Background: an optimization exercise with open tools, aiming at small area. Do not read the settings as production practice.
Only simulation tests tie the RTL to the original design; equivalence was not proved.
No activity file was given, so power comes from the tool's default toggle rates.

===== flow/run.sh =====
#!/bin/bash
# synth_recipe.tcl (not shown) runs the flow's synth.tcl, then flattens the netlist and writes it again
# the make line also repeats each setting of config.mk as NAME=value (left out here)
make -C /OpenROAD-flow-scripts/flow DESIGN_CONFIG=/design/flow/config.mk WORK_HOME=/design/flow/orfs CLKGATE_MAP_FILE= SYNTH_SCRIPT=/design/flow/synth_recipe.tcl finish

===== flow/config.mk =====
export PLATFORM = sky130hd
export DESIGN_NAME = sortAndMerge
export DESIGN_NICKNAME = sortAndMerge
export VERILOG_FILES = /design/flow/design.v
export SDC_FILE = /design/flow/constraint.sdc
export NUM_CORES = 4
export LEC_CHECK = 0
export ABC_AREA = 1
export CAP_MARGIN = 20
export CORE_MARGIN = 2
export CORE_UTILIZATION = 45
export CTS_BUF_LIST = sky130_fd_sc_hd__clkbuf_16
export CTS_CLUSTER_DIAMETER = 80
export CTS_CLUSTER_SIZE = 24
export PLACE_DENSITY = 0.6
export SLEW_MARGIN = 20

===== flow/constraint.sdc =====
create_clock -name core_clock -period 10.0 [get_ports {clk}]
set_input_delay 2.0000 -clock core_clock [delete_from_list [all_inputs] [get_ports {clk}]]
set_output_delay 2.0000 -clock core_clock [all_outputs]
set_load 0.01 [all_outputs]

===== flow/design.v =====
module ftadder(
	clk,
	ena,
	a,
	b,
	add,
	bsel,
	r,
	q,
	added
);
input clk;
input ena;
input [31:0] a, b;
input add;
input bsel;
output [31:0] r;
output [31:0] q;
output added;
genvar i;
wire [31:0] ge;
assign ge[0] = 1'b1;
generate for (i = 0; i < 31; i = i + 1) begin: gcmp
	assign ge[i + 1] = (a[i] ^ b[i]) ? a[i] : ge[i];
end endgenerate
wire a_big = add ? ge[31] : ~bsel;
wire [30:0] big = a_big ? a[30:0] : b[30:0];
wire [30:0] sml = a_big ? b[30:0] : a[30:0];
wire        sb  = a_big ? a[31] : b[31];
wire        ss  = a_big ? b[31] : a[31];
wire        hs = |sml[30:23];
wire [7:0]  eb = {big[30:24], big[23] | ~(|big[30:23])};
wire [7:0]  es = {sml[30:24], sml[23] | ~hs};
wire [8:0] dc;
wire [7:0] d;
assign dc[0] = 1'b1;
generate for (i = 0; i < 8; i = i + 1) begin: gd
	assign d[i] = eb[i] ^ ~es[i] ^ dc[i];
	assign dc[i + 1] = (eb[i] & ~es[i]) | (dc[i] & (eb[i] ^ ~es[i]));
end endgenerate
wire [4:0] dd = ~add ? 5'd0 : (d[7:5] != 3'd0) ? 5'd31 : d[4:0];
reg [25:0] x;
reg        st;
always @(*) begin
	x = {hs, sml[22:0], 2'b00};
	st = 1'b0;
	if (dd[0]) begin st = st | x[0];       x = {1'd0,  x[25:1]};  end
	if (dd[1]) begin st = st | (|x[1:0]);  x = {2'd0,  x[25:2]};  end
	if (dd[2]) begin st = st | (|x[3:0]);  x = {4'd0,  x[25:4]};  end
	if (dd[3]) begin st = st | (|x[7:0]);  x = {8'd0,  x[25:8]};  end
	if (dd[4]) begin st = st | (|x[15:0]); x = {16'd0, x[25:16]}; end
end
wire qnan1 = add & (&big[30:23]) & ((|big[22:0]) | ((&sml[30:23]) & (sb ^ ss)));
reg [30:0] r1_big;
reg        r1_sb, r1_ss, r1_add, r1_qnan;
reg [25:0] r1_x;
reg        r1_st;
reg [7:0]  r1_qexp;
always @(posedge clk) begin
	if (ena) begin
		r1_big  <= big;
		r1_sb   <= sb;
		r1_ss   <= ss;
		r1_add  <= add;
		r1_qnan <= qnan1;
		r1_x    <= x;
		r1_st   <= st;
		r1_qexp <= sml[30:23];
	end
end
wire        hb2  = |r1_big[30:23];
wire        kill = ~r1_add | (&r1_big[30:23]);
wire        sub  = r1_add & (r1_sb ^ r1_ss);
wire [27:0] mb   = {1'b0, hb2, r1_big[22:0], 3'b000};
wire [27:0] ms   = kill ? 28'd0 : {1'b0, r1_x, r1_st};
wire [27:0] mo   = ms ^ {28{sub}};
wire [27:0] ap = mb ^ mo, ag = mb & mo;
wire [14:0] sc;
wire [27:0] sum;
wire [8:0] lc;
assign lc[0] = sub;
generate for (i = 0; i < 8; i = i + 1) begin: gs
	assign sum[i] = ap[i] ^ lc[i];
	assign lc[i + 1] = (mb[i] & mo[i]) | (lc[i] & ap[i]);
end endgenerate
assign sc[4] = lc[8];
generate for (i = 4; i < 14; i = i + 1) begin: gs2
	wire c1 = ag[2 * i] | (ap[2 * i] & sc[i]);
	assign sum[2 * i] = ap[2 * i] ^ sc[i];
	assign sum[2 * i + 1] = ap[2 * i + 1] ^ c1;
	assign sc[i + 1] = ag[2 * i + 1] | (ap[2 * i + 1] & ag[2 * i]) | (ap[2 * i + 1] & ap[2 * i] & sc[i]);
end endgenerate
reg [27:0] r2_sum;
reg [7:0]  r2_eb;
reg        r2_sb, r2_sub, r2_add, r2_qnan;
reg [31:0] r2_q;
always @(posedge clk) begin
	if (ena) begin
		r2_sum  <= sum;
		r2_eb   <= {r1_big[30:24], r1_big[23] | ~hb2};
		r2_sb   <= r1_sb;
		r2_sub  <= sub;
		r2_add  <= r1_add;
		r2_qnan <= r1_qnan;
		r2_q    <= {r1_ss, r1_qexp, r1_x[24:2]};
	end
end
reg [27:0] stop;
integer j;
always @(*) begin
	stop = 28'd0;
	for (j = 0; j < 28; j = j + 1)
		if (r2_eb == 27 - j)
			stop[j] = 1'b1;
end
wire [27:0] lzin = r2_sum | stop;
reg [4:0] lz;
always @(*) begin
	lz = 5'd0;
	for (j = 0; j < 28; j = j + 1)
		if (lzin[j])
			lz = 27 - j;
end
wire [27:0] norm = r2_sum << lz;
wire [7:0] en;
wire [8:0] ec;
wire [7:0] nlz = ~{3'b000, lz};
assign ec[0] = 1'b1;
generate for (i = 0; i < 8; i = i + 1) begin: ge3
	assign en[i] = r2_eb[i] ^ nlz[i] ^ ec[i];
	assign ec[i + 1] = (r2_eb[i] & nlz[i]) | (ec[i] & (r2_eb[i] ^ nlz[i]));
end endgenerate
wire [30:0] inc = {7'd0, norm[27], 22'd0, norm[3] & (norm[4] | norm[2] | norm[1] | norm[0])};
wire [30:0] base = {en, norm[26:4]};
wire rnd = inc[0];
wire [6:0] blk;
wire [23:0] pc;
assign blk[0] = rnd;
generate for (i = 0; i < 6; i = i + 1) begin: gb
	assign blk[i + 1] = blk[i] & (&base[4 * i + 3 : 4 * i]);
end endgenerate
generate for (i = 0; i < 24; i = i + 1) begin: gp
	if (i % 4 == 0)
		assign pc[i] = blk[i / 4];
	else
		assign pc[i] = blk[i / 4] & (&base[i - 1 : (i / 4) * 4]);
end endgenerate
wire [30:0] pk;
assign pk[22:0] = base[22:0] ^ pc[22:0];
assign pk[30:23] = base[30:23] + {7'd0, norm[27]} + {7'd0, pc[23]};
wire ovf  = r2_add & norm[27] & (en == 8'hFE);
wire zero = (r2_sum == 28'd0);
assign r = r2_qnan ? 32'h7FC00000 :
           zero    ? {r2_sb & ~r2_sub, 31'd0} :
           ovf     ? {r2_sb, 8'hFF, 23'd0} :
                     {r2_sb, pk};
assign q = r2_q;
assign added = r2_add;
endmodule
module CAS(
	valid1,
	valid2,
	index1,
	index2,
	outvalid1,
	outvalid2,
	outindex1,
	outindex2,
	swap,
	merge
);
parameter ADDRW = 16;
input valid1, valid2;
input [ADDRW - 1 : 0] index1, index2;
output outvalid1, outvalid2;
output [ADDRW - 1 : 0] outindex1, outindex2;
output swap, merge;
wire eq = (index1 == index2);
assign swap = valid2 & (~valid1 | (index2 < index1));
assign merge = valid1 & valid2 & eq;
assign outvalid1 = valid1 | valid2;
assign outvalid2 = valid1 & valid2 & ~eq;
assign outindex1 = swap ? index2 : index1;
assign outindex2 = swap ? index1 : index2;
endmodule
module sortAndMerge(
	clk,
	ena,
	valid1,
	valid2,
	valid3,
	valid4,
	index1,
	index2,
	index3,
	index4,
	value1,
	value2,
	value3,
	value4,
	outindex1,
	outindex2,
	outindex3,
	outindex4,
	outvalue1,
	outvalue2,
	outvalue3,
	outvalue4,
	outvalid1,
	outvalid2,
	outvalid3,
	outvalid4
);
parameter ADDRW = 16;
parameter WL = 32;
input clk;
input ena;
input valid1, valid2, valid3, valid4;
input [ADDRW - 1 : 0] index1, index2, index3, index4;
input [WL - 1 : 0] value1, value2, value3, value4;
output wire outvalid1, outvalid2, outvalid3, outvalid4;
output wire [ADDRW - 1 : 0] outindex1, outindex2, outindex3, outindex4;
output wire [WL - 1 : 0] outvalue1, outvalue2, outvalue3, outvalue4;
wire fv1, fv2, fv3, fv4;
wire [ADDRW - 1 : 0] fi1, fi2, fi3, fi4;
wire s12, m12, s34, m34;
CAS c12(.valid1(valid1), .valid2(valid2), .index1(index1), .index2(index2),
	.outvalid1(fv1), .outvalid2(fv2), .outindex1(fi1), .outindex2(fi2), .swap(s12), .merge(m12));
CAS c34(.valid1(valid3), .valid2(valid4), .index1(index3), .index2(index4),
	.outvalid1(fv3), .outvalid2(fv4), .outindex1(fi3), .outindex2(fi4), .swap(s34), .merge(m34));
wire sv1, sv2, sv3, sv4;
wire [ADDRW - 1 : 0] si1, si2, si3, si4;
wire s13, m13, s24, m24;
CAS c13(.valid1(fv1), .valid2(fv3), .index1(fi1), .index2(fi3),
	.outvalid1(sv1), .outvalid2(sv3), .outindex1(si1), .outindex2(si3), .swap(s13), .merge(m13));
CAS c24(.valid1(fv2), .valid2(fv4), .index1(fi2), .index2(fi4),
	.outvalid1(sv2), .outvalid2(sv4), .outindex1(si2), .outindex2(si4), .swap(s24), .merge(m24));
reg [WL - 1 : 0] r1v1, r1v2, r1v3, r1v4;
reg [4 * ADDRW + 3 : 0] r1ix;
reg r1s12, r1m12, r1s34, r1m34, r1dm, r1s13, r1m13, r1s24;
always @(posedge clk) begin
	if (ena) begin
		r1v1 <= value1;
		r1v2 <= value2;
		r1v3 <= value3;
		r1v4 <= value4;
		r1ix <= {sv3 & sv4, sv3 | sv4, sv2, sv1, si4, (sv3 ? si3 : si4), si2, si1};
		r1s12 <= s12;
		r1m12 <= m12;
		r1s34 <= s34;
		r1m34 <= m34;
		r1dm <= m24;
		r1s13 <= s13;
		r1m13 <= m13;
		r1s24 <= s24;
	end
end
wire [WL - 1 : 0] xa = (r1dm & r1s12) ? r1v2 : r1v1;
wire [WL - 1 : 0] xb = r1dm ? (r1s34 ? r1v4 : r1v3) : r1v2;
wire [WL - 1 : 0] ya = r1dm ? (r1s12 ? r1v1 : r1v2) : r1v3;
wire [WL - 1 : 0] yb = (r1dm & r1s34) ? r1v3 : r1v4;
wire [WL - 1 : 0] xp, xq, yp, yq, zp, zq;
wire xadd, yadd, zadd;
ftadder ux(.clk(clk), .ena(ena), .a(xa), .b(xb),
	.add(r1dm ? r1m13 : r1m12), .bsel(r1dm ? r1s13 : r1s12), .r(xp), .q(xq), .added(xadd));
ftadder uy(.clk(clk), .ena(ena), .a(ya), .b(yb),
	.add(r1dm | r1m34), .bsel(r1s34), .r(yp), .q(yq), .added(yadd));
reg [4 * ADDRW + 3 : 0] r2ix, r3ix, r4ix;
reg r2dm, r2s13, r2m13, r2s24;
reg r3dm, r3s13, r3m13, r3s24;
reg r4dm, r4s13, r4m13, r4s24;
reg [WL - 1 : 0] r4xp, r4xq, r4yp, r4yq;
always @(posedge clk) begin
	if (ena) begin
		r2ix <= r1ix;
		r2dm <= r1dm;
		r2s13 <= r1s13;
		r2m13 <= r1m13;
		r2s24 <= r1s24;
		r3ix <= r2ix;
		r3dm <= r2dm;
		r3s13 <= r2s13;
		r3m13 <= r2m13;
		r3s24 <= r2s24;
		r4ix <= r3ix;
		r4dm <= r3dm;
		r4s13 <= r3s13;
		r4m13 <= r3m13;
		r4s24 <= r3s24;
		r4xp <= xp;	 
		r4xq <= xq;	 
		r4yp <= yp;	 
		r4yq <= yq;	 
	end
end
ftadder uz(.clk(clk), .ena(ena), .a(r4xp), .b(r4dm ? r4xq : r4yp),
	.add(~r4dm & r4m13), .bsel(~r4dm & r4s13), .r(zp), .q(zq), .added(zadd));
reg [4 * ADDRW + 3 : 0] r5ix, r6ix;
reg [WL - 1 : 0] r5s2, r5s4, r6s2, r6s4;
always @(posedge clk) begin
	if (ena) begin
		r5ix <= r4ix;
		r5s2 <= r4dm ? r4yp : (r4s24 ? r4yq : r4xq);
		r5s4 <= r4s24 ? r4xq : r4yq;
		r6ix <= r5ix;
		r6s2 <= r5s2;
		r6s4 <= r5s4;
	end
end
localparam W = 4 * (WL + ADDRW) + 4;
localparam DELAY = 8;
wire [W - 1 : 0] pin = {r6ix, r6s4, (zadd ? r6s4 : zq), r6s2, zp};
reg [W * (DELAY + 1) - 1 : 0] pipe;
always @(posedge clk)
	if (ena)
		pipe <= {pipe[W * DELAY - 1 : 0], pin};
assign {outvalid4, outvalid3, outvalid2, outvalid1,
	outindex4, outindex3, outindex2, outindex1,
	outvalue4, outvalue3, outvalue2, outvalue1} = pipe[W * (DELAY + 1) - 1 : W * DELAY];
endmodule

==> results_tabular.tex, run 1 <==
\begin{tabular}{lr}
\hline
Metric & Value \\
\hline
\multicolumn{2}{l}{\textbf{Setup path}} \\
\quad Max stage delay cell, worst path & edfxtp\_1 \\
\quad Critical path type & flop to flop \\
\quad WP data required & 10.70 ns \\
\quad Crit. End Element & flop \\
\quad Arrival time worst endpoint & 9.76 ns \\
\quad Critical-path maximum fanout & 36 \\
\quad Critical path's most frequent cell & nand2\_1 \\
\quad Crit path largest cell delay & 0.53 ns \\
\quad Critical Path Start Type & flop \\
\multicolumn{2}{l}{\textbf{Logic synthesis}} \\
\quad Cell types with the largest area share after synthesis & edfxtp\_1 (74\%), nand2\_1 (5.3\%), o21ai\_0 (2.9\%) \\
\quad Count of distinct cell types in the synthesized netlist & 70 \\
\quad Leading area contributor after synthesis & edfxtp\_1 \\
\quad Most frequently used flop master after synthesis & edfxtp\_1 \\
\quad Synthesized netlist cell count & 9072 \\
\quad Post-Synthesis Mean Instance Area & 13.4 um\^{}2 \\
\quad Proportion of synthesized flip-flops having asynchronous set or reset & 0\% \\
\quad List of most frequent post-synthesis cells & edfxtp\_1 (3002), nand2\_1 (1717), inv\_1 (913), o21ai\_0 (702), nand3\_1 (482) \\
\quad Post-synthesis instance area & 121000 um\^{}2 \\
\quad Synthesized net count & 9505 \\
\quad Top-area cell type share of the netlist area & 74.4\% \\
\quad Sequential cell area fraction in the yosys report & 74.4\% \\
\quad Number of enable-type register cells in the synthesized netlist & 3002 \\
\quad Top-count cell post-synth & edfxtp\_1 \\
\quad Yosys warnings & 2 \\
\quad FF+latch count, synth & 3002 \\
\multicolumn{2}{l}{\textbf{STA}} \\
\quad Hold slack final & 0.371 ns \\
\quad Smallest setup slack after layout & 0.942 ns \\
\quad Max-slew headroom at the worst pin & 17.4\% \\
\quad Highest clock frequency the design can meet & 110 MHz \\
\quad Slew Limit Fails & 0 \\
\quad RSZ-0062 raised after global routing & false \\
\quad Period utilisation layout & 90.6\% \\
\quad Accumulated negative setup slack & 0 ns \\
\quad Worst Tran Pin Value & 1.23 ns \\
\quad Minimum period implied by the final worst setup slack & 9.06 ns \\
\quad Post-route clock skew & 0.0655 ns \\
\quad Hold violation total from the final report & 0 \\
\quad Number of setup violations in the final report & 0 \\
\multicolumn{2}{l}{\textbf{Power}} \\
\quad Power per cell area & 229 nW/um\^{}2 \\
\quad Leakage & 49.7 nW \\
\quad Switching Fraction & 31.5\% \\
\quad Peak VDD IR & 0.000138 V \\
\quad Part of the total power dissipated in combinational logic & 23.3\% \\
\quad Power share of the clock group & 23.3\% \\
\quad Internal power of the cells & 20.9 mW \\
\quad Total power draw & 30.5 mW \\
\quad Switching component of the power & 9.59 mW \\
\quad Sequential group share of total power & 53.4\% \\
\multicolumn{2}{l}{\textbf{Clock tree}} \\
\quad Clock Root Buffer & clkbuf\_16 \\
\quad Clock-pin slew of the registers on the worst-case setup and hold paths & 0.09 ns \\
\quad Number of buffers created by CTS & 168 \\
\quad CTS tree & done \\
\quad Htree depth & 4 \\
\quad Number of hold buffers added after cts & 0 \\
\quad Count of buffers added by post-CTS timing repair for setup & 0 \\
\quad CTS max path bufs & 4 \\
\quad Clock net sink count & 3002 \\
\quad Skew-Pair Late Insertion Delay & 0.87 ns \\
\multicolumn{2}{l}{\textbf{Drt}} \\
\quad Detailed-router iteration count before antenna repair & 7 \\
\quad Routed wirelength normalized by instance count & 21.4 um \\
\quad Remaining antenna violation count after routing & 0 \\
\quad Via Count & 65376 \\
\quad Via density per instance & 5.08 \\
\quad Total wire length & 275000 um \\
\quad Number of design rule violations left after detail routing & 0 \\
\quad DRC violation total after the first TritonRoute iteration & 5789 \\
\multicolumn{2}{l}{\textbf{Floorplanning}} \\
\quad Initial Util & 45.2\% \\
\quad Number of placement rows & 190 \\
\quad Horizontal die dimension & 523 um \\
\quad Ports & 394 \\
\quad Area of the die & 274000 um\^{}2 \\
\quad Height of the die & 523 um \\
\quad Core region area & 268000 um\^{}2 \\
\multicolumn{2}{l}{\textbf{Placement}} \\
\quad Number of buffers inserted by port buffering & 393 \\
\quad Half-perimeter wire length after placement & 204000 um \\
\quad Global placement routability congestion & 0.969 \\
\quad DP Worst Slack & 0.842 ns \\
\quad Post-Place Cells & 12653 \\
\multicolumn{2}{l}{\textbf{Final layout}} \\
\quad Layout cells sized above 1 & 5.61\% \\
\quad Final Net Count & 9704 \\
\quad Fin cells & 12880 \\
\quad Layout overhead on the synthesized area & 9.64\% \\
\multicolumn{2}{l}{\textbf{GRT}} \\
\quad Total GRT Usage & 19.8\% \\
\quad Antenna violations before repair & 10 \\
\quad Maximum number of pins on one net before global-route repair & 201 \\
\quad Wire length of the first global-routing pass & 406000 um \\
\quad Global route overflow & 0 \\
\quad Vias in the first global route & 62737 \\
\multicolumn{2}{l}{\textbf{Status}} \\
\quad Status & finished clean \\
\multicolumn{2}{l}{\textbf{Worst hold path}} \\
\quad Worst hold path class & flop to flop \\
\multicolumn{2}{l}{\textbf{Flow run}} \\
\quad Total of max-cap violations & 0 \\
\hline
\end{tabular}
==> layout make-up <==
type | instances | area (um^2)
timing repair buffer | 506 | 5000
antenna | 7 | 17.5
fill | 22916 | 135000
sequential | 3002 | 90100
inverter | 966 | 3630
clock inverter | 50 | 693
clock buffer | 170 | 4250
multi-input combinational | 4627 | 24700
tap | 3552 | 4440
==> layer usage <==
layer	GRT usage, %	vias to the layer above	wire length, um
li1	-	31999	-
met1	28.6	31542	128000
met2	32.1	1502	129000
met3	2.06	331	10800
met4	5.48	2	7590
met5	0	-	13
==> cell usage in the layout, fill, tap and decap left out, drive strengths merged, types with 63 or more instances in the layout <==
master / count
o22ai: 65
nand3: 490
inv: 987
clkdlybuf4s50: 392
xnor2: 80
buf: 114
clkbuf: 170
nand4: 63
a21oi: 261
o21ai: 845
xor2: 77
edfxtp: 3002
nor2: 407
nand2: 1750
ha: 175
==> worst max-delay path, delay by kind of cell, from the launching register on <==
| kind | cells | cell delay (ns) |
|---|---|---|
| and+or+nand+nor | 38 | 2.89 |
| buffers and inverters | 9 | 2.14 |
| AOI/OAI and AO/OA | 12 | 1.93 |
| adders and majority gates | 7 | 1.38 |
| DFF | 1 | 0.53 |
==> power by group through the flow <==
stage,Sequential (mW),Clock (mW),Combinational [mW]
after floorplan,16.0,0,4.76
after global placement,16.6,0,7.06
after detailed placement,16.6,0,7.07
after CTS,16.3,7.40,7.10
after global routing,16.4,7.79,7.97
final,16.3,7.11,7.09
==> through the flow <==
step	util, %	area (um^2)
floorplan	-	121000
global placement	47.8	128000
detailed placement	47.8	128000
CTS	49.6	133000
global route	49.6	133000
finish	49.6	133000
==> state kept, by name, indices dropped and copies added (netlist names), 68 cells and up <==
signal,count
r1ix,68
r3ix,68
pipe,1764
r2ix,68
r5ix,68
r6ix,68
r4ix,68
==> path summary, 6_finish.rpt <==
kind / slack (ns) / startpoint / depth (start not counted) / endpoint
min reg2reg: 0.37 / r4ix[3] / 0 / r5ix[3]
min: 0.37 / r4ix[3] / 0 / r5ix[3]
max: 0.94 / r1dm / 66 / ux.r1_st
max reg2reg: 0.94 / r1dm / 66 / ux.r1_st
==> timing repair <==
item	4_1_cts	5_1_grt
endpoints found under the setup margin	0	3
hold endpoints to repair	0	0
gates resized for setup	0	2
==> cell families (layout without fill, tap and decap cells) <==
kind of cell / Yosys count / after routing / synth area share, %
adder cells (fa/ha/maj): 235 / 235 / 2.80
other: 0 / 7 / 0
multiplexers: 15 / 15 / 0.135
AND/OR/NAND/NOR: 2838 / 2838 / 9.95
AO/OA/AOI/OAI: 1382 / 1382 / 6.34
buffers and inverters: 1443 / 1692 / 5.28
flip-flops: 3002 / 3002 / 74.4
XOR/XNOR: 157 / 157 / 1.13
==> inputs of run 2 (changes only) <==
--- a/flow/design.v
+++ b/flow/design.v
@@ -30,13 +30,17 @@
 wire        ss  = a_big ? b[31] : a[31];
 wire        hs = |sml[30:23];
-wire [7:0]  eb = {big[30:24], big[23] | ~(|big[30:23])};
-wire [7:0]  es = {sml[30:24], sml[23] | ~hs};
-wire [8:0] dc;
-wire [7:0] d;
-assign dc[0] = 1'b1;
+wire [7:0] ea = {a[30:24], a[23] | ~(|a[30:23])};
+wire [7:0] eb0 = {b[30:24], b[23] | ~(|b[30:23])};
+wire [8:0] c1, c2;
+wire [7:0] dab, dba;
+assign c1[0] = 1'b1;
+assign c2[0] = 1'b1;
 generate for (i = 0; i < 8; i = i + 1) begin: gd
-	assign d[i] = eb[i] ^ ~es[i] ^ dc[i];
-	assign dc[i + 1] = (eb[i] & ~es[i]) | (dc[i] & (eb[i] ^ ~es[i]));
+	assign dab[i] = ea[i] ^ ~eb0[i] ^ c1[i];
+	assign c1[i + 1] = (ea[i] & ~eb0[i]) | (c1[i] & (ea[i] ^ ~eb0[i]));
+	assign dba[i] = eb0[i] ^ ~ea[i] ^ c2[i];
+	assign c2[i + 1] = (eb0[i] & ~ea[i]) | (c2[i] & (eb0[i] ^ ~ea[i]));
 end endgenerate
+wire [7:0] d = a_big ? dab : dba;
 wire [4:0] dd = ~add ? 5'd0 : (d[7:5] != 3'd0) ? 5'd31 : d[4:0];
 reg [25:0] x;
@@ -56,5 +60,5 @@
 reg [25:0] r1_x;
 reg        r1_st;
-reg [7:0]  r1_qexp;
+reg [2:0]  r1_qe;
 always @(posedge clk) begin
 	if (ena) begin
@@ -63,12 +67,14 @@
 		r1_ss   <= ss;
 		r1_add  <= add;
-		r1_qnan <= qnan1;
-		r1_x    <= x;
-		r1_st   <= st;
-		r1_qexp <= sml[30:23];
+		r1_qnan <= add ? qnan1 : sml[23];
+		r1_x    <= {add ? x[25] : sml[24], x[24:2], add ? x[1:0] : sml[26:25]};
+		r1_st   <= add ? st : sml[27];
+		r1_qe   <= sml[30:28];
 	end
 end
+wire [7:0] qexp1 = {r1_qe, r1_st, r1_x[1:0], r1_x[25], r1_qnan};
 wire        hb2  = |r1_big[30:23];
 wire        kill = ~r1_add | (&r1_big[30:23]);
+wire        qnan2 = r1_add & r1_qnan;
 wire        sub  = r1_add & (r1_sb ^ r1_ss);
 wire [27:0] mb   = {1'b0, hb2, r1_big[22:0], 3'b000};
@@ -94,16 +100,19 @@
 reg [7:0]  r2_eb;
 reg        r2_sb, r2_sub, r2_add, r2_qnan;
-reg [31:0] r2_q;
+reg [25:0] r2_q;
 always @(posedge clk) begin
 	if (ena) begin
-		r2_sum  <= sum;
+		r2_sum  <= r1_add ? sum : {r1_ss, sum[26:3], qexp1[7:5]};
 		r2_eb   <= {r1_big[30:24], r1_big[23] | ~hb2};
 		r2_sb   <= r1_sb;
-		r2_sub  <= sub;
+		r2_sub  <= r1_add ? sub : qexp1[4];
 		r2_add  <= r1_add;
-		r2_qnan <= r1_qnan;
-		r2_q    <= {r1_ss, r1_qexp, r1_x[24:2]};
+		r2_qnan <= r1_add ? qnan2 : qexp1[3];
+		r2_q    <= {qexp1[2:0], r1_x[24:2]};
 	end
 end
+wire [27:0] sum3 = {r2_add & r2_sum[27], r2_sum[26:3], r2_add ? r2_sum[2:0] : 3'b000};
+wire        sub3 = r2_add & r2_sub;
+wire        qnan3 = r2_add & r2_qnan;
 reg [27:0] stop;
 integer j;
@@ -114,5 +123,5 @@
 			stop[j] = 1'b1;
 end
-wire [27:0] lzin = r2_sum | stop;
+wire [27:0] lzin = sum3 | stop;
 reg [4:0] lz;
 always @(*) begin
@@ -122,5 +131,5 @@
 			lz = 27 - j;
 end
-wire [27:0] norm = r2_sum << lz;
+wire [27:0] norm = sum3 << lz;
 wire [7:0] en;
 wire [8:0] ec;
@@ -150,10 +159,10 @@
 assign pk[30:23] = base[30:23] + {7'd0, norm[27]} + {7'd0, pc[23]};
 wire ovf  = r2_add & norm[27] & (en == 8'hFE);
-wire zero = (r2_sum == 28'd0);
-assign r = r2_qnan ? 32'h7FC00000 :
-           zero    ? {r2_sb & ~r2_sub, 31'd0} :
+wire zero = (sum3 == 28'd0);
+assign r = qnan3 ? 32'h7FC00000 :
+           zero    ? {r2_sb & ~sub3, 31'd0} :
            ovf     ? {r2_sb, 8'hFF, 23'd0} :
                      {r2_sb, pk};
-assign q = r2_q;
+assign q = {r2_sum[27], r2_sum[2:0], r2_sub, r2_qnan, r2_q};
 assign added = r2_add;
 endmodule
@@ -236,6 +245,7 @@
 CAS c24(.valid1(fv2), .valid2(fv4), .index1(fi2), .index2(fi4),
 	.outvalid1(sv2), .outvalid2(sv4), .outindex1(si2), .outindex2(si4), .swap(s24), .merge(m24));
+wire [2:0] vcode = {(sv3 & sv4) | (sv1 & ~sv2 & ~sv3 & ~sv4), sv3 | sv4, sv2};
 reg [WL - 1 : 0] r1v1, r1v2, r1v3, r1v4;
-reg [4 * ADDRW + 3 : 0] r1ix;
+reg [4 * ADDRW + 2 : 0] r1ix;
 reg r1s12, r1m12, r1s34, r1m34, r1dm, r1s13, r1m13, r1s24;
 always @(posedge clk) begin
@@ -245,5 +255,5 @@
 		r1v3 <= value3;
 		r1v4 <= value4;
-		r1ix <= {sv3 & sv4, sv3 | sv4, sv2, sv1, si4, (sv3 ? si3 : si4), si2, si1};
+		r1ix <= {vcode, si4, (sv3 ? si3 : si4), si2, si1};
 		r1s12 <= s12;
 		r1m12 <= m12;
@@ -266,5 +276,5 @@
 ftadder uy(.clk(clk), .ena(ena), .a(ya), .b(yb),
 	.add(r1dm | r1m34), .bsel(r1s34), .r(yp), .q(yq), .added(yadd));
-reg [4 * ADDRW + 3 : 0] r2ix, r3ix, r4ix;
+reg [4 * ADDRW + 2 : 0] r2ix, r3ix, r4ix;
 reg r2dm, r2s13, r2m13, r2s24;
 reg r3dm, r3s13, r3m13, r3s24;
@@ -296,5 +306,5 @@
 ftadder uz(.clk(clk), .ena(ena), .a(r4xp), .b(r4dm ? r4xq : r4yp),
 	.add(~r4dm & r4m13), .bsel(~r4dm & r4s13), .r(zp), .q(zq), .added(zadd));
-reg [4 * ADDRW + 3 : 0] r5ix, r6ix;
+reg [4 * ADDRW + 2 : 0] r5ix, r6ix;
 reg [WL - 1 : 0] r5s2, r5s4, r6s2, r6s4;
 always @(posedge clk) begin
@@ -308,5 +318,5 @@
 	end
 end
-localparam W = 4 * (WL + ADDRW) + 4;
+localparam W = 4 * (WL + ADDRW) + 3;
 localparam DELAY = 8;
 wire [W - 1 : 0] pin = {r6ix, r6s4, (zadd ? r6s4 : zq), r6s2, zp};
@@ -315,6 +325,11 @@
 	if (ena)
 		pipe <= {pipe[W * DELAY - 1 : 0], pin};
-assign {outvalid4, outvalid3, outvalid2, outvalid1,
+wire [2:0] ovc;
+assign {ovc,
 	outindex4, outindex3, outindex2, outindex1,
 	outvalue4, outvalue3, outvalue2, outvalue1} = pipe[W * (DELAY + 1) - 1 : W * DELAY];
+assign outvalid1 = |ovc;
+assign outvalid2 = ovc[0];
+assign outvalid3 = ovc[1];
+assign outvalid4 = &ovc;
 endmodule
==> flow/flow/run.sh (new file) <==
#!/bin/bash
# Layout: the standard ORFS flow (standard.sh), with
#  - synthesis mapped by ABC with an area-recovery script (flow/synth.tcl, flow/area.abc);
#  - every port buffered with buf_1 instead of the flow's default buffer;
#  - clock tree from clkbuf_16 in clusters of up to 24 sinks, without dummy loads.
# The make output goes to flow_make.log; ORFS keeps each step's log under orfs/logs.
set -euo pipefail
export FLOW_WORK="$PWD"
export FLOW_ABC_SCRIPT="$PWD/flow/area.abc"
bash standard.sh \
  "SYNTH_SCRIPT=$PWD/flow/synth.tcl" \
  "BUFFER_PORTS_ARGS=-buffer_cell sky130_fd_sc_hd__buf_1" \
  "CTS_ARGS=-sink_clustering_enable -repair_clock_nets -dont_use_dummy_load -buf_list sky130_fd_sc_hd__clkbuf_16 -sink_clustering_size 24 -sink_clustering_max_diameter 80" \
  finish > flow_make.log 2>&1
==> flow/flow/area.abc (new file) <==
strash
dch
map -a
mfs2
strash
dch -f
map -a
topo
stime -c
buffer -c
upsize -c
dnsize -c
==> flow/flow/synth.tcl (new file) <==
# The standard flow's synthesis script (synth_recipe.tcl in the work folder), with ABC's
# technology mapping run on an area-recovery script (area.abc) in place of
# ORFS's abc_area.script. Registers are untouched: abc maps only the logic
# between them.
proc abc {args} {
  set i [lsearch -exact $args -script]
  if { $i >= 0 } { lset args [expr {$i + 1}] $::env(FLOW_ABC_SCRIPT) }
  yosys abc {*}$args
}
source $::env(FLOW_WORK)/synth_recipe.tcl
==> flow/standard.sh (new file) <==
#!/bin/bash
# synth_recipe.tcl (not shown) runs the flow's synth.tcl, then flattens the netlist and writes it again
# the make line also repeats each setting of config.mk as NAME=value (left out here)
make -C /OpenROAD-flow-scripts/flow DESIGN_CONFIG=/design/flow/config.mk WORK_HOME=/design/flow/orfs CLKGATE_MAP_FILE= SYNTH_SCRIPT=/design/flow/synth_recipe.tcl "${@:-finish}"
--- a/flow/config.mk
+++ b/flow/config.mk
@@ -9,8 +9,5 @@
 export CAP_MARGIN = 20
 export CORE_MARGIN = 2
-export CORE_UTILIZATION = 45
-export CTS_BUF_LIST = sky130_fd_sc_hd__clkbuf_16
-export CTS_CLUSTER_DIAMETER = 80
-export CTS_CLUSTER_SIZE = 24
-export PLACE_DENSITY = 0.6
+export CORE_UTILIZATION = 50
+export PLACE_DENSITY = 0.62
 export SLEW_MARGIN = 20
removed: flow/run.sh
==> run 2 against run 1 <==
Against the previous run:
- hold slack lost 0.021 ns
- synthesized cell count down 4.7%
- still clean on timing, DRC and antenna
- critical path depth fell by 32
- largest power group unchanged
- highest routed layer unchanged
- core utilization up 4.1 points
- sequential power about the same
- largest cell class unchanged
- sequential cell count shrank 48
- clock skew rose by 0.046 ns
==> results_tabular.tex, run 2 <==
\begin{tabular}{lr}
\hline
Metric & Value \\
\hline
\multicolumn{2}{l}{\textbf{Setup path}} \\
\quad Arrival time worst endpoint & 9.52 ns \\
\quad WP data required & 10.53 ns \\
\quad Crit path largest cell delay & 0.77 ns \\
\quad Critical Path Start Type & flop \\
\quad Max stage delay cell, worst path & o21ai\_0 \\
\quad Number of cell instances on the worst register-to-register path & 34 \\
\quad Crit. End Element & flop \\
\quad Setup slack on the worst flop-to-flop path & 1.01 ns \\
\quad Critical-path maximum fanout & 51 \\
\quad Worst setup startpoint & r1s34 \\
\quad Critical path's most frequent cell & fa\_1 \\
\quad Critical R2R Launch & r1s34 \\
\quad Worst flop-to-flop path endpoint & uy.r1\_st \\
\quad Critical path type & flop to flop \\
\multicolumn{2}{l}{\textbf{Final layout}} \\
\quad Most common library cell in the layout ignoring fill and taps & edfxtp\_1 \\
\quad Layout cells sized above 1 & 4.03\% \\
\quad Final Net Count & 9320 \\
\quad Area taken by flip-flops and latches & 88700 um\^{}2 \\
\quad Layout overhead on the synthesized area & 6.71\% \\
\quad Leading cell types in the layout, fill and taps excluded & edfxtp\_1 (2954), nand2\_1 (1329), inv\_1 (807), o21ai\_0 (793), nor2\_1 (644) \\
\quad Register with the most flip-flops & pipe \\
\quad Total area of multi-input combinational cells & 24100 um\^{}2 \\
\quad Final-layout fill cell count & 19623 \\
\quad Flip-flop count of the largest register, all copies and words added & 1755 \\
\multicolumn{2}{l}{\textbf{STA}} \\
\quad Post-route clock skew & 0.112 ns \\
\quad Hold violation total from the final report & 0 \\
\quad Max-slew headroom at the worst pin & 18.2\% \\
\quad Highest clock frequency the design can meet & 111 MHz \\
\quad Accumulated negative setup slack & 0 ns \\
\quad Period utilisation layout & 89.9\% \\
\quad Minimum period implied by the final worst setup slack & 8.99 ns \\
\quad Slew Limit Fails & 0 \\
\quad Smallest setup slack after layout & 1.01 ns \\
\quad Worst Tran Pin Value & 1.23 ns \\
\quad RSZ-0062 raised after global routing & false \\
\quad Number of setup violations in the final report & 0 \\
\multicolumn{2}{l}{\textbf{Flow run}} \\
\quad Total of max-cap violations & 0 \\
\multicolumn{2}{l}{\textbf{Drt}} \\
\quad Detailed-router iteration count before antenna repair & 7 \\
\quad DRC violation total after the first TritonRoute iteration & 5923 \\
\quad Number of design rule violations left after detail routing & 0 \\
\quad Routed wirelength normalized by instance count & 21.5 um \\
\quad Remaining antenna violation count after routing & 0 \\
\quad Total wire length & 259000 um \\
\quad Via Count & 63514 \\
\quad Via density per instance & 5.29 \\
\multicolumn{2}{l}{\textbf{Worst hold path}} \\
\quad Worst hold path class & flop to flop \\
\quad WHS Endpoint & pipe[732] \\
\quad Cell depth of the worst hold path & 0 \\
\quad Worst hold start & pipe[537] \\
\multicolumn{2}{l}{\textbf{Clock tree}} \\
\quad CTS max path bufs & 3 \\
\quad CTS tree & done \\
\quad Clock Root Buffer & clkbuf\_16 \\
\quad Clock-pin slew of the registers on the worst-case setup and hold paths & 0.09 ns \\
\quad Clock net sink count & 2954 \\
\quad Htree depth & 4 \\
\quad Number of buffers created by CTS & 157 \\
\quad Skew-Pair Late Insertion Delay & 0.83 ns \\
\quad Number of hold buffers added after cts & 0 \\
\multicolumn{2}{l}{\textbf{Status}} \\
\quad Status & finished clean \\
\multicolumn{2}{l}{\textbf{Logic synthesis}} \\
\quad Top-area cell type share of the netlist area & 74.9\% \\
\quad Leading area contributor after synthesis & edfxtp\_1 \\
\quad Synthesized netlist cell count & 8646 \\
\quad Proportion of synthesized flip-flops having asynchronous set or reset & 0\% \\
\quad FF+latch count, synth & 2954 \\
\quad Sequential cell area fraction in the yosys report & 74.9\% \\
\quad Most frequently used flop master after synthesis & edfxtp\_1 \\
\quad List of most frequent post-synthesis cells & edfxtp\_1 (2954), nand2\_1 (1330), inv\_1 (807), o21ai\_0 (794), nor2\_1 (647) \\
\quad Post-synthesis instance area & 118000 um\^{}2 \\
\quad Top-count cell post-synth & edfxtp\_1 \\
\quad Post-Synthesis Mean Instance Area & 13.7 um\^{}2 \\
\quad Count of distinct cell types in the synthesized netlist & 75 \\
\quad Yosys warnings & 2 \\
\quad Number of enable-type register cells in the synthesized netlist & 2954 \\
\quad Synthesized net count & 9115 \\
\quad Cell types with the largest area share after synthesis & edfxtp\_1 (75\%), nand2\_1 (4.2\%), o21ai\_0 (3.4\%) \\
\multicolumn{2}{l}{\textbf{Power}} \\
\quad Leakage & 46.2 nW \\
\quad Sequential group share of total power & 54.7\% \\
\quad Part of the total power dissipated in combinational logic & 24.3\% \\
\quad Switching component of the power & 9.22 mW \\
\quad Switching Fraction & 31.2\% \\
\quad Power share of the clock group & 21.0\% \\
\quad Peak VDD IR & 0.000164 V \\
\quad Power per cell area & 234 nW/um\^{}2 \\
\quad Internal power of the cells & 20.3 mW \\
\multicolumn{2}{l}{\textbf{Placement}} \\
\quad Number of buffers inserted by port buffering & 393 \\
\quad Global placement routability congestion & 0.958 \\
\quad DP Worst Slack & 0.881 ns \\
\quad Half-perimeter wire length after placement & 192000 um \\
\multicolumn{2}{l}{\textbf{Floorplanning}} \\
\quad Area of the die & 241000 um\^{}2 \\
\quad Height of the die & 491 um \\
\quad Initial Util & 50.3\% \\
\quad Ports & 394 \\
\quad Core region area & 235000 um\^{}2 \\
\quad Horizontal die dimension & 491 um \\
\quad Number of placement rows & 178 \\
\multicolumn{2}{l}{\textbf{GRT}} \\
\quad Global route overflow & 0 \\
\quad Antenna violations before repair & 15 \\
\quad Maximum number of pins on one net before global-route repair & 233 \\
\quad Vias in the first global route & 60502 \\
\quad Total GRT Usage & 21.2\% \\
\quad Wire length of the first global-routing pass & 385000 um \\
\hline
\end{tabular}
## run 2: cell types whose count changed in the layout (fill, tap and decap cells not counted), moves of 29 or more
cell	delta
buf_1	+392
clkdlybuf4s50_1	-392
nand2_1	-386
nand3_1	-366
nor2_1	+273
a21oi_1	+160
inv_1	-108
o21ai_0	+99
xor2_1	-50
edfxtp_1	-48
fa_1	+36
nand2_2	-29
## run 2: how the worst max path moves through the flow
| stage | to | slack, ns | depth (start not counted) |
|---|---|---|---|
| floorplan | ux.r1_st | 1.15 | 43 |
| global placement | uy.r1_st | 0.87 | 32 |
| detailed placement | uy.r1_st | 0.88 | 32 |
| CTS | uy.r1_st | 0.91 | 32 |
| global route | r4yp[30] | 0.05 | 55 |
| finish | uy.r1_st | 1.01 | 34 |
## run 2: cell families after synthesis
kind of cell    count (synthesis)  synth area share (%)
compound gates               1672                  7.89
simple gates                 2303                  7.81
fa+ha+maj                     272                  3.48
xor+xnor                      110                 0.813
mux                            36                 0.306
buf+inv                      1299                  4.81
flops                        2954                  74.9
## run 2: metal layers
layer  global-route usage [%]  share of wire (%)  wire, um  vias up
li1                         -                  -         -    30789
met1                     32.7                 48    124000    30616
met2                     32.0                 44    115000     1752
met3                     2.53                4.9     12600      345
met4                     6.07                2.8      7250       12
met5                        0              0.029        76        -
## run 2: critical path: cells and delay by family (launching register included)
family                   cells  cell delay [ns]
flip-flops                   1             0.41
AO/OA/AOI/OAI                9             2.05
buffers and inverters        8             1.60
AND/OR/NAND/NOR             10             1.90
adder cells (fa/ha/maj)      7             2.74
## run 2: power groups by stage
stage	combinational [mW]	sequential [mW]	clock (mW)
CTS	7.17	16.2	6.46
finish	7.20	16.2	6.20
global placement	7.17	16.4	0
floorplan	4.69	16.0	0
global route	8.09	16.3	6.84
detailed placement	7.13	16.5	0
## run 2: stage by stage
stage	instances	hold WS (ns)	util [%]	power (mW)	area [um^2]
after floorplan	8646	0.400	-	20.7	118000
after global placement	11840	0.400	52.0	23.6	122000
final	12004	0.350	53.7	29.6	126000
after global routing	12001	0.355	53.7	31.2	126000
after CTS	11997	0.352	53.7	29.8	126000
after detailed placement	11840	0.405	52.0	23.6	122000
## run 2: final cells by class
class                      count  share of cell area, %
clock buffer                 157                   3.11
inverter                     834                   2.48
timing repair buffer         511                   2.03
multi-input combinational   4393                   19.1
sequential                  2954                   70.2
tap                         3150                   3.12
antenna                        5                0.00990
## run 2: repair_timing
action,CTS,global route
gates resized for setup,0,1
setup endpoints to repair,0,2
setup buffers,0,1
==> inputs of run 3 (changes only) <==
--- a/flow/design.v
+++ b/flow/design.v
@@ -245,7 +245,9 @@
 CAS c24(.valid1(fv2), .valid2(fv4), .index1(fi2), .index2(fi4),
 	.outvalid1(sv2), .outvalid2(sv4), .outindex1(si2), .outindex2(si4), .swap(s24), .merge(m24));
-wire [2:0] vcode = {(sv3 & sv4) | (sv1 & ~sv2 & ~sv3 & ~sv4), sv3 | sv4, sv2};
+wire [1:0] vcode = {sv3 | sv4, sv2};
+wire [ADDRW - 1 : 0] oi2 = {si2[ADDRW - 1 : 1], sv2 ? si2[0] : sv1};
+wire [ADDRW - 1 : 0] oi4 = sv4 ? si4 : {ADDRW{1'b0}};
 reg [WL - 1 : 0] r1v1, r1v2, r1v3, r1v4;
-reg [4 * ADDRW + 2 : 0] r1ix;
+reg [4 * ADDRW + 1 : 0] r1ix;
 reg r1s12, r1m12, r1s34, r1m34, r1dm, r1s13, r1m13, r1s24;
 always @(posedge clk) begin
@@ -255,5 +257,5 @@
 		r1v3 <= value3;
 		r1v4 <= value4;
-		r1ix <= {vcode, si4, (sv3 ? si3 : si4), si2, si1};
+		r1ix <= {vcode, oi4, (sv3 ? si3 : si4), oi2, si1};
 		r1s12 <= s12;
 		r1m12 <= m12;
@@ -276,5 +278,5 @@
 ftadder uy(.clk(clk), .ena(ena), .a(ya), .b(yb),
 	.add(r1dm | r1m34), .bsel(r1s34), .r(yp), .q(yq), .added(yadd));
-reg [4 * ADDRW + 2 : 0] r2ix, r3ix, r4ix;
+reg [4 * ADDRW + 1 : 0] r2ix, r3ix, r4ix;
 reg r2dm, r2s13, r2m13, r2s24;
 reg r3dm, r3s13, r3m13, r3s24;
@@ -306,5 +308,5 @@
 ftadder uz(.clk(clk), .ena(ena), .a(r4xp), .b(r4dm ? r4xq : r4yp),
 	.add(~r4dm & r4m13), .bsel(~r4dm & r4s13), .r(zp), .q(zq), .added(zadd));
-reg [4 * ADDRW + 2 : 0] r5ix, r6ix;
+reg [4 * ADDRW + 1 : 0] r5ix, r6ix;
 reg [WL - 1 : 0] r5s2, r5s4, r6s2, r6s4;
 always @(posedge clk) begin
@@ -318,5 +320,5 @@
 	end
 end
-localparam W = 4 * (WL + ADDRW) + 3;
+localparam W = 4 * (WL + ADDRW) + 2;
 localparam DELAY = 8;
 wire [W - 1 : 0] pin = {r6ix, r6s4, (zadd ? r6s4 : zq), r6s2, zp};
@@ -325,11 +327,11 @@
 	if (ena)
 		pipe <= {pipe[W * DELAY - 1 : 0], pin};
-wire [2:0] ovc;
+wire [1:0] ovc;
 assign {ovc,
 	outindex4, outindex3, outindex2, outindex1,
 	outvalue4, outvalue3, outvalue2, outvalue1} = pipe[W * (DELAY + 1) - 1 : W * DELAY];
-assign outvalid1 = |ovc;
+assign outvalid1 = ovc[0] | ovc[1] | outindex2[0];
 assign outvalid2 = ovc[0];
 assign outvalid3 = ovc[1];
-assign outvalid4 = &ovc;
+assign outvalid4 = ovc[0] & ovc[1] & (outindex4 > outindex3);
 endmodule
==> flow/flow/run.sh (replaced) <==
#!/bin/bash
# Layout: the standard ORFS flow (standard.sh), with
#  - synthesis mapped by ABC with an area-recovery script (flow/synth.tcl, flow/area.abc);
#  - every port buffered with buf_1 instead of the flow's default buffer;
#  - clock tree from clkbuf_16 in clusters of up to 30 sinks, without dummy loads.
# The make output goes to flow_make.log; ORFS keeps each step's log under orfs/logs.
set -euo pipefail
export FLOW_WORK="$PWD"
export FLOW_ABC_SCRIPT="$PWD/flow/area.abc"
bash standard.sh \
  "SYNTH_SCRIPT=$PWD/flow/synth.tcl" \
  "BUFFER_PORTS_ARGS=-buffer_cell sky130_fd_sc_hd__buf_1" \
  "CTS_ARGS=-sink_clustering_enable -repair_clock_nets -dont_use_dummy_load -buf_list sky130_fd_sc_hd__clkbuf_16 -sink_clustering_size 30 -sink_clustering_max_diameter 100" \
  finish > flow_make.log 2>&1
==> run 3 against run 2 <==
Against the previous run:
- clock-buffer cell count is 39 lower
- register-to-register slack worse by 0.098 ns
- combinational power is 2% lower
- clock skew up 0.027 ns
- hold slack worse by 0.021 ns
- area after synthesis decreased by 0.19%
- global-route usage is 0.20 points lower
- sequential cell count decreased by 15
- fmax decreased by 1.1%
- via count fell by 0.38%
- critical path type unchanged
- largest power group unchanged
==> results_tabular.tex, run 3 <==
\begin{tabular}{lr}
\hline
Metric & Value \\
\hline
\multicolumn{2}{l}{\textbf{Status}} \\
\quad Status & finished clean \\
\multicolumn{2}{l}{\textbf{Setup path}} \\
\quad Critical path's most frequent cell & a21oi\_1 \\
\quad WP data required & 10.51 ns \\
\quad Crit. End Element & flop \\
\quad Crit path largest cell delay & 0.71 ns \\
\quad Max stage delay cell, worst path & buf\_4 \\
\quad Setup slack on the worst flop-to-flop path & 0.91 ns \\
\quad Critical path type & flop to flop \\
\quad Arrival time worst endpoint & 9.59 ns \\
\quad Critical-path maximum fanout & 97 \\
\quad Critical Path Start Type & flop \\
\multicolumn{2}{l}{\textbf{Power}} \\
\quad Total power draw & 28.4 mW \\
\quad Peak VDD IR & 0.000198 V \\
\quad Leakage & 45.8 nW \\
\quad Power per cell area & 227 nW/um\^{}2 \\
\multicolumn{2}{l}{\textbf{Clock tree}} \\
\quad Number of buffers created by CTS & 118 \\
\quad Number of hold buffers added after cts & 0 \\
\quad Clock Root Buffer & clkbuf\_16 \\
\quad Clock net sink count & 2939 \\
\quad CTS max path bufs & 3 \\
\quad Skew-Pair Late Insertion Delay & 0.81 ns \\
\quad CTS tree & done \\
\quad Clock-pin slew of the registers on the worst-case setup and hold paths & 0.11 ns \\
\quad Htree depth & 3 \\
\multicolumn{2}{l}{\textbf{STA}} \\
\quad Hold slack final & 0.328 ns \\
\quad Hold violation total from the final report & 0 \\
\quad Slew Limit Fails & 0 \\
\quad Max-slew headroom at the worst pin & 19.7\% \\
\quad Number of setup violations in the final report & 0 \\
\quad Highest clock frequency the design can meet & 110 MHz \\
\quad Worst Tran Pin Value & 1.20 ns \\
\quad Post-route clock skew & 0.138 ns \\
\quad Minimum period implied by the final worst setup slack & 9.09 ns \\
\quad Period utilisation layout & 90.9\% \\
\quad Accumulated negative setup slack & 0 ns \\
\multicolumn{2}{l}{\textbf{Worst hold path}} \\
\quad Worst hold path class & flop to flop \\
\multicolumn{2}{l}{\textbf{Final layout}} \\
\quad Total area of multi-input combinational cells & 24400 um\^{}2 \\
\quad Final-layout fill cell count & 19686 \\
\quad Leading cell types in the layout, fill and taps excluded & edfxtp\_1 (2939), nand2\_1 (1354), o21ai\_0 (872), inv\_1 (810), nor2\_1 (674) \\
\quad Area of all placed cells without fillers & 125000 um\^{}2 \\
\quad Register with the most flip-flops & pipe \\
\quad Core occupancy in the finished layout & 53.3\% \\
\quad Most common library cell in the layout ignoring fill and taps & edfxtp\_1 \\
\quad Final Net Count & 9363 \\
\quad Flip-flop count of the largest register, all copies and words added & 1746 \\
\quad Area taken by flip-flops and latches & 88300 um\^{}2 \\
\quad Layout overhead on the synthesized area & 6.07\% \\
\quad Layout cells sized above 1 & 3.58\% \\
\multicolumn{2}{l}{\textbf{Logic synthesis}} \\
\quad Leading area contributor after synthesis & edfxtp\_1 \\
\quad Post-synthesis instance area & 118000 um\^{}2 \\
\quad List of most frequent post-synthesis cells & edfxtp\_1 (2939), nand2\_1 (1357), o21ai\_0 (876), inv\_1 (810), nor2\_1 (678) \\
\quad Count of distinct cell types in the synthesized netlist & 66 \\
\quad Synthesized net count & 9186 \\
\quad Sequential cell area fraction in the yosys report & 74.7\% \\
\quad Yosys warnings & 2 \\
\quad Post-Synthesis Mean Instance Area & 13.6 um\^{}2 \\
\quad Top-count cell post-synth & edfxtp\_1 \\
\quad FF+latch count, synth & 2939 \\
\quad Number of enable-type register cells in the synthesized netlist & 2939 \\
\quad Proportion of synthesized flip-flops having asynchronous set or reset & 0\% \\
\quad Top-area cell type share of the netlist area & 74.7\% \\
\quad Cell types with the largest area share after synthesis & edfxtp\_1 (75\%), nand2\_1 (4.3\%), o21ai\_0 (3.7\%) \\
\quad Most frequently used flop master after synthesis & edfxtp\_1 \\
\quad Synthesized netlist cell count & 8700 \\
\multicolumn{2}{l}{\textbf{Floorplanning}} \\
\quad Initial Util & 50.3\% \\
\quad Core region area & 235000 um\^{}2 \\
\quad Height of the die & 490 um \\
\quad Ports & 394 \\
\quad Number of placement rows & 178 \\
\quad Horizontal die dimension & 490 um \\
\quad Area of the die & 240000 um\^{}2 \\
\multicolumn{2}{l}{\textbf{Drt}} \\
\quad Detailed-router iteration count before antenna repair & 9 \\
\quad DRC violation total after the first TritonRoute iteration & 6257 \\
\quad Met1 wire length & 123000 um \\
\quad Total wire length & 256000 um \\
\quad Routed wirelength normalized by instance count & 21.3 um \\
\quad Metal2 WL & 114000 um \\
\quad Top sig layer & met5 \\
\quad Via density per instance & 5.26 \\
\quad Number of design rule violations left after detail routing & 0 \\
\quad Remaining antenna violation count after routing & 0 \\
\quad Routed met3 length & 10600 um \\
\quad Via Count & 63274 \\
\multicolumn{2}{l}{\textbf{Placement}} \\
\quad Global placement routability congestion & 0.946 \\
\quad Post-Place Cell Area & 122000 um\^{}2 \\
\quad Half-perimeter wire length after placement & 192000 um \\
\quad Number of buffers inserted by port buffering & 393 \\
\multicolumn{2}{l}{\textbf{GRT}} \\
\quad Vias in the first global route & 60049 \\
\quad Global route overflow & 0 \\
\quad Maximum number of pins on one net before global-route repair & 214 \\
\quad Antenna violations before repair & 20 \\
\quad Wire length of the first global-routing pass & 382000 um \\
\quad Total GRT Usage & 21.0\% \\
\multicolumn{2}{l}{\textbf{Flow run}} \\
\quad Total of max-cap violations & 0 \\
\hline
\end{tabular}
==> run 3: cell count changes in the layout (fill, tap and decap cells not counted), moves of 15 or more <==
cell | previous run | this run
o21ai_0 | 793 | 872
buf_4 | 103 | 122
nor2_1 | 644 | 674
ha_1 | 175 | 192
o21ai_1 | 99 | 56
a21oi_1 | 417 | 399
edfxtp_1 | 2954 | 2939
nand2_1 | 1329 | 1354
clkbuf_16 | 157 | 118
nand3_1 | 116 | 89
a31oi_1 | 62 | 88
==> run 3: layout make-up <==
type	instances	share of cell area (%)
timing repair buffer	533	2.19
antenna	10	0.0200
sequential	2939	70.4
multi-input combinational	4452	19.4
tap	3150	3.14
clock buffer	118	2.35
inverter	833	2.49
==> run 3: where the power goes <==
| part | internal [mW] | switching [mW] |
|---|---|---|
| Combinational | 2.14 | 4.89 |
| Sequential | 15.3 | 0.775 |
| Clock | 2.10 | 3.26 |
| Total | 19.5 | 8.92 |
==> run 3: final timing paths <==
kind | start | end | cells past startpoint
setup / recovery | r1s12 | uy.r1_st | 40
hold / removal | pipe[1487] | pipe[1681] | 0
setup reg to reg | r1s12 | uy.r1_st | 40
hold reg to reg | pipe[1487] | pipe[1681] | 0
==> run 3: metal layers <==
metal	vias up	track usage, %
met2	1510	31.9
met1	30533	32.2
met4	4	6.75
met3	301	2.02
li1	30926	-
met5	-	0
==> run 3: cell families (layout without fill, tap and decap cells) <==
group / after synthesis / in the layout / synth area share (%)
flip-flops: 2939 / 2939 / 74.7
other: 0 / 10 / 0
XOR/XNOR: 98 / 98 / 0.726
adder cells (fa/ha/maj): 296 / 296 / 3.73
AND/OR/NAND/NOR: 2323 / 2323 / 7.84
buffers and inverters: 1310 / 1484 / 4.83
multiplexers: 36 / 36 / 0.305
AO/OA/AOI/OAI: 1698 / 1699 / 7.91
==> run 3: repair_timing <==
item | in CTS | in global routing
setup endpoints to repair | 0 | 8
buffers inserted | 0 | 0
resized for setup | 0 | 4
==> run 3: stage by stage <==
step / cells / setup slack, ns
floorplan: 8700 / 0.624
global placement: 11906 / 0.799
detailed placement: 11906 / 0.807
CTS: 12024 / 0.744
global route: 12031 / -0.00575
finish: 12035 / 0.911
==> run 3: critical path: cells and delay by family (launching register included) <==
family	cells	cell delay, ns
AO/OA/AOI/OAI	27	5.00
flip-flops	1	0.42
buffers and inverters	5	2.13
AND/OR/NAND/NOR	8	1.21
==> inputs of run 4 (changes only) <==
==> flow/flow/area.abc (replaced) <==
strash
dch
map -a
mfs2
strash
dch -f
map -a
topo
==> run 4 against run 3 <==
Against the previous run:
- still clean on timing, DRC and antenna
- setup slack got worse by 0.22 ns
- core utilization increased by 0.97 points
- via count increased by 0.92%
- clock power is 6.9% higher
- sequential share of layout area down 0.53 points
- critical path type unchanged
- largest power group unchanged
==> results_tabular.tex, run 4 <==
\begin{tabular}{lr}
\hline
Metric & Value \\
\hline
\multicolumn{2}{l}{\textbf{Drt}} \\
\quad Met1 wire length & 121000 um \\
\quad Via Count & 63858 \\
\quad DRC violation total after the first TritonRoute iteration & 5754 \\
\quad Number of design rule violations left after detail routing & 0 \\
\quad Total wire length & 256000 um \\
\quad Remaining antenna violation count after routing & 0 \\
\quad Routed met3 length & 9200 um \\
\quad Via density per instance & 5.28 \\
\quad Routed wirelength normalized by instance count & 21.2 um \\
\quad Top sig layer & met5 \\
\quad Detailed-router iteration count before antenna repair & 7 \\
\quad Metal2 WL & 120000 um \\
\multicolumn{2}{l}{\textbf{Logic synthesis}} \\
\quad Synthesized netlist cell count & 8415 \\
\quad Post-Synthesis Mean Instance Area & 13.9 um\^{}2 \\
\quad Sequential cell area fraction in the yosys report & 75.4\% \\
\quad Leading area contributor after synthesis & edfxtp\_1 \\
\quad Cell types with the largest area share after synthesis & edfxtp\_1 (75\%), nand2\_1 (4.4\%), o21ai\_0 (4.0\%) \\
\quad Yosys warnings & 2 \\
\quad Synthesized net count & 8901 \\
\quad Number of enable-type register cells in the synthesized netlist & 2939 \\
\quad List of most frequent post-synthesis cells & edfxtp\_1 (2939), nand2\_1 (1359), o21ai\_0 (937), clkinv\_1 (833), nor2\_1 (678) \\
\quad FF+latch count, synth & 2939 \\
\quad Top-count cell post-synth & edfxtp\_1 \\
\quad Top-area cell type share of the netlist area & 75.4\% \\
\quad Proportion of synthesized flip-flops having asynchronous set or reset & 0\% \\
\quad Post-synthesis instance area & 117000 um\^{}2 \\
\quad Count of distinct cell types in the synthesized netlist & 50 \\
\quad Most frequently used flop master after synthesis & edfxtp\_1 \\
\multicolumn{2}{l}{\textbf{Power}} \\
\quad Power per cell area & 230 nW/um\^{}2 \\
\quad Peak VDD IR & 0.000190 V \\
\quad Leakage & 43.2 nW \\
\quad Total power draw & 29.1 mW \\
\multicolumn{2}{l}{\textbf{STA}} \\
\quad RSZ-0062 raised after global routing & false \\
\quad Smallest setup slack after layout & 0.691 ns \\
\quad Period utilisation layout & 93.1\% \\
\quad Number of setup violations in the final report & 0 \\
\quad Minimum period implied by the final worst setup slack & 9.31 ns \\
\quad Highest clock frequency the design can meet & 107 MHz \\
\quad Worst Tran Pin Value & 1.17 ns \\
\quad Max-slew headroom at the worst pin & 21.2\% \\
\quad Post-route clock skew & 0.105 ns \\
\quad Slew Limit Fails & 0 \\
\quad Hold violation total from the final report & 0 \\
\multicolumn{2}{l}{\textbf{Setup path}} \\
\quad Max stage delay cell, worst path & o21ai\_0 \\
\quad Critical Path Start Type & flop \\
\quad Arrival time worst endpoint & 9.77 ns \\
\quad Critical path buffer and inverter count & 7 \\
\quad Critical-path maximum fanout & 63 \\
\quad Crit. End Element & flop \\
\quad Crit path largest cell delay & 0.89 ns \\
\quad Critical path type & flop to flop \\
\quad Critical path's most frequent cell & fa\_1 \\
\quad WP data required & 10.46 ns \\
\quad Top cell family by delay on the critical path & compound AO/OA/AOI/OAI gates \\
\multicolumn{2}{l}{\textbf{Clock tree}} \\
\quad Clock-pin slew of the registers on the worst-case setup and hold paths & 0.11 ns \\
\quad Number of hold buffers added after cts & 0 \\
\quad Clock net sink count & 2939 \\
\quad Number of buffers created by CTS & 133 \\
\quad Skew-Pair Late Insertion Delay & 0.79 ns \\
\quad CTS tree & done \\
\quad Htree depth & 4 \\
\quad CTS max path bufs & 3 \\
\quad Clock Root Buffer & clkbuf\_16 \\
\multicolumn{2}{l}{\textbf{Final layout}} \\
\quad Fin cells & 12088 \\
\quad Register with the most flip-flops & pipe \\
\quad Final Net Count & 9440 \\
\quad Layout cells sized above 1 & 4.81\% \\
\quad Flip-flop count of the largest register, all copies and words added & 1746 \\
\quad Most common library cell in the layout ignoring fill and taps & edfxtp\_1 \\
\quad Total area of multi-input combinational cells & 24500 um\^{}2 \\
\quad Leading cell types in the layout, fill and taps excluded & edfxtp\_1 (2939), nand2\_1 (1352), o21ai\_0 (889), clkinv\_1 (823), nor2\_1 (672) \\
\quad Final-layout fill cell count & 19209 \\
\quad Area taken by flip-flops and latches & 88300 um\^{}2 \\
\quad Layout overhead on the synthesized area & 7.97\% \\
\multicolumn{2}{l}{\textbf{Placement}} \\
\quad Post-Place Cells & 11948 \\
\quad DP Worst Slack & 0.436 ns \\
\quad Number of buffers inserted by port buffering & 393 \\
\quad Half-perimeter wire length after placement & 193000 um \\
\quad Global placement routability congestion & 0.932 \\
\multicolumn{2}{l}{\textbf{GRT}} \\
\quad Maximum number of pins on one net before global-route repair & 204 \\
\quad Wire length of the first global-routing pass & 383000 um \\
\quad Antenna violations before repair & 11 \\
\quad Total GRT Usage & 21.5\% \\
\quad Vias in the first global route & 60789 \\
\quad Global route overflow & 0 \\
\multicolumn{2}{l}{\textbf{Floorplanning}} \\
\quad Number of placement rows & 177 \\
\quad Ports & 394 \\
\quad Height of the die & 488 um \\
\quad Core region area & 233000 um\^{}2 \\
\quad Horizontal die dimension & 488 um \\
\quad Area of the die & 238000 um\^{}2 \\
\quad Initial Util & 50.3\% \\
\multicolumn{2}{l}{\textbf{Status}} \\
\quad Status & finished clean \\
\multicolumn{2}{l}{\textbf{Flow run}} \\
\quad Total of max-cap violations & 0 \\
\multicolumn{2}{l}{\textbf{Worst hold path}} \\
\quad Worst hold path class & flop to flop \\
\hline
\end{tabular}
[run 4: path summary, 6_finish.rpt]
check,start,end,slack [ns],cells past startpoint
worst max-delay path,r1dm,uy.r1_st,0.69,30
worst min-delay path,pipe[248],pipe[442],0.33,0
worst max register to register,r1dm,uy.r1_st,0.69,30
worst min register to register,pipe[248],pipe[442],0.33,0
[run 4: stage by stage]
step           setup TNS (ns)  utilization, %  instance area [um^2]  hold WS (ns)
6_report                    0            54.3                126000         0.327
5_1_grt                     0            54.3                126000         0.329
4_1_cts                     0            54.3                126000         0.317
3_5_place_dp                0            52.8                123000         0.405
3_3_place_gp                0            52.8                123000         0.400
2_1_floorplan          -25.47               -                117000         0.400
[run 4: area by class of cell]
type / instances / share of cell area, %
Antenna cell: 4 / 0.00792
Clock buffer: 133 / 2.63
Inverter: 833 / 2.49
Multi-Input combinational cell: 4452 / 19.4
Sequential cell: 2939 / 69.8
Tap cell: 3132 / 3.10
Timing Repair Buffer: 595 / 2.53
[run 4: report_power, final]
part           switching [mW]  internal [mW]  total [mW]
clock                    3.34           2.38        5.73
combinational            4.98           2.28        7.26
sequential              0.783           15.3        16.1
total                    9.11           19.9        29.1
[run 4: timing repair]
item | CTS | global route
buffers inserted | 0 | 2
gates resized for setup | 0 | 9
setup endpoints to repair | 0 | 8
[run 4: kinds of logic after synthesis]
logic type,share of synthesized area [%]
xor+xnor,0.733
mux,0.308
simple gates,7.92
fa+ha+maj,3.76
buf+inv,3.90
flops,75.4
compound gates,7.96
[run 4: metal layers]
layer / vias to the layer above / track usage, %
li1: 31143 / -
met1: 31065 / 31.7
met2: 1358 / 34.5
met3: 288 / 2.20
met4: 4 / 5.17
met5: - / 0
[run 4: worst register-to-register path, delay by kind of cell (launching register included)]
kind / cells / cell delay (ns)
AO/OA/AOI/OAI: 9 / 3.27
adder cells (fa/ha/maj): 7 / 2.91
buffers and inverters: 7 / 1.54
AND/OR/NAND/NOR: 7 / 0.87
flip-flops: 1 / 0.41

## static timing again, ports no longer ideal
No port has a modelled driver above. Below, the same layouts with a new extraction and two added sets of constraints.
Step 1, drivers: a clkbuf_16 drives clk and a buf_2 each remaining input, both assumed.
Step 2 adds t to the input delays and takes it off the output delays; t is the mean of the earliest and latest rising clock arrival at the registers after step 1. Input paths then give back, and output paths get back, about the clock's delay inside the block.
Three values: ideal ports, drivers, drivers and shift; two values: the first two.
| run | shift t [ns] | setup WS [ns] | worst hold slack (ns) | worst setup path at the end |
|---|---|---|---|---|
| run 1 | 0.943 | 0.942 / 0.942 / 0.942 | 0.371 / 0.371 / 0.371 | register to register |
| run 2 | 0.881 | 1.009 / 1.009 / 1.009 | 0.350 / 0.350 / 0.350 | register to register |
| run 3 | 0.861 | 0.911 / 0.911 / 0.911 | 0.328 / 0.328 / 0.328 | register to register |
| run 4 | 0.859 | 0.691 / 0.691 / 0.691 | 0.327 / 0.327 / 0.327 | register to register |
After both steps every run listed still meets setup and hold.
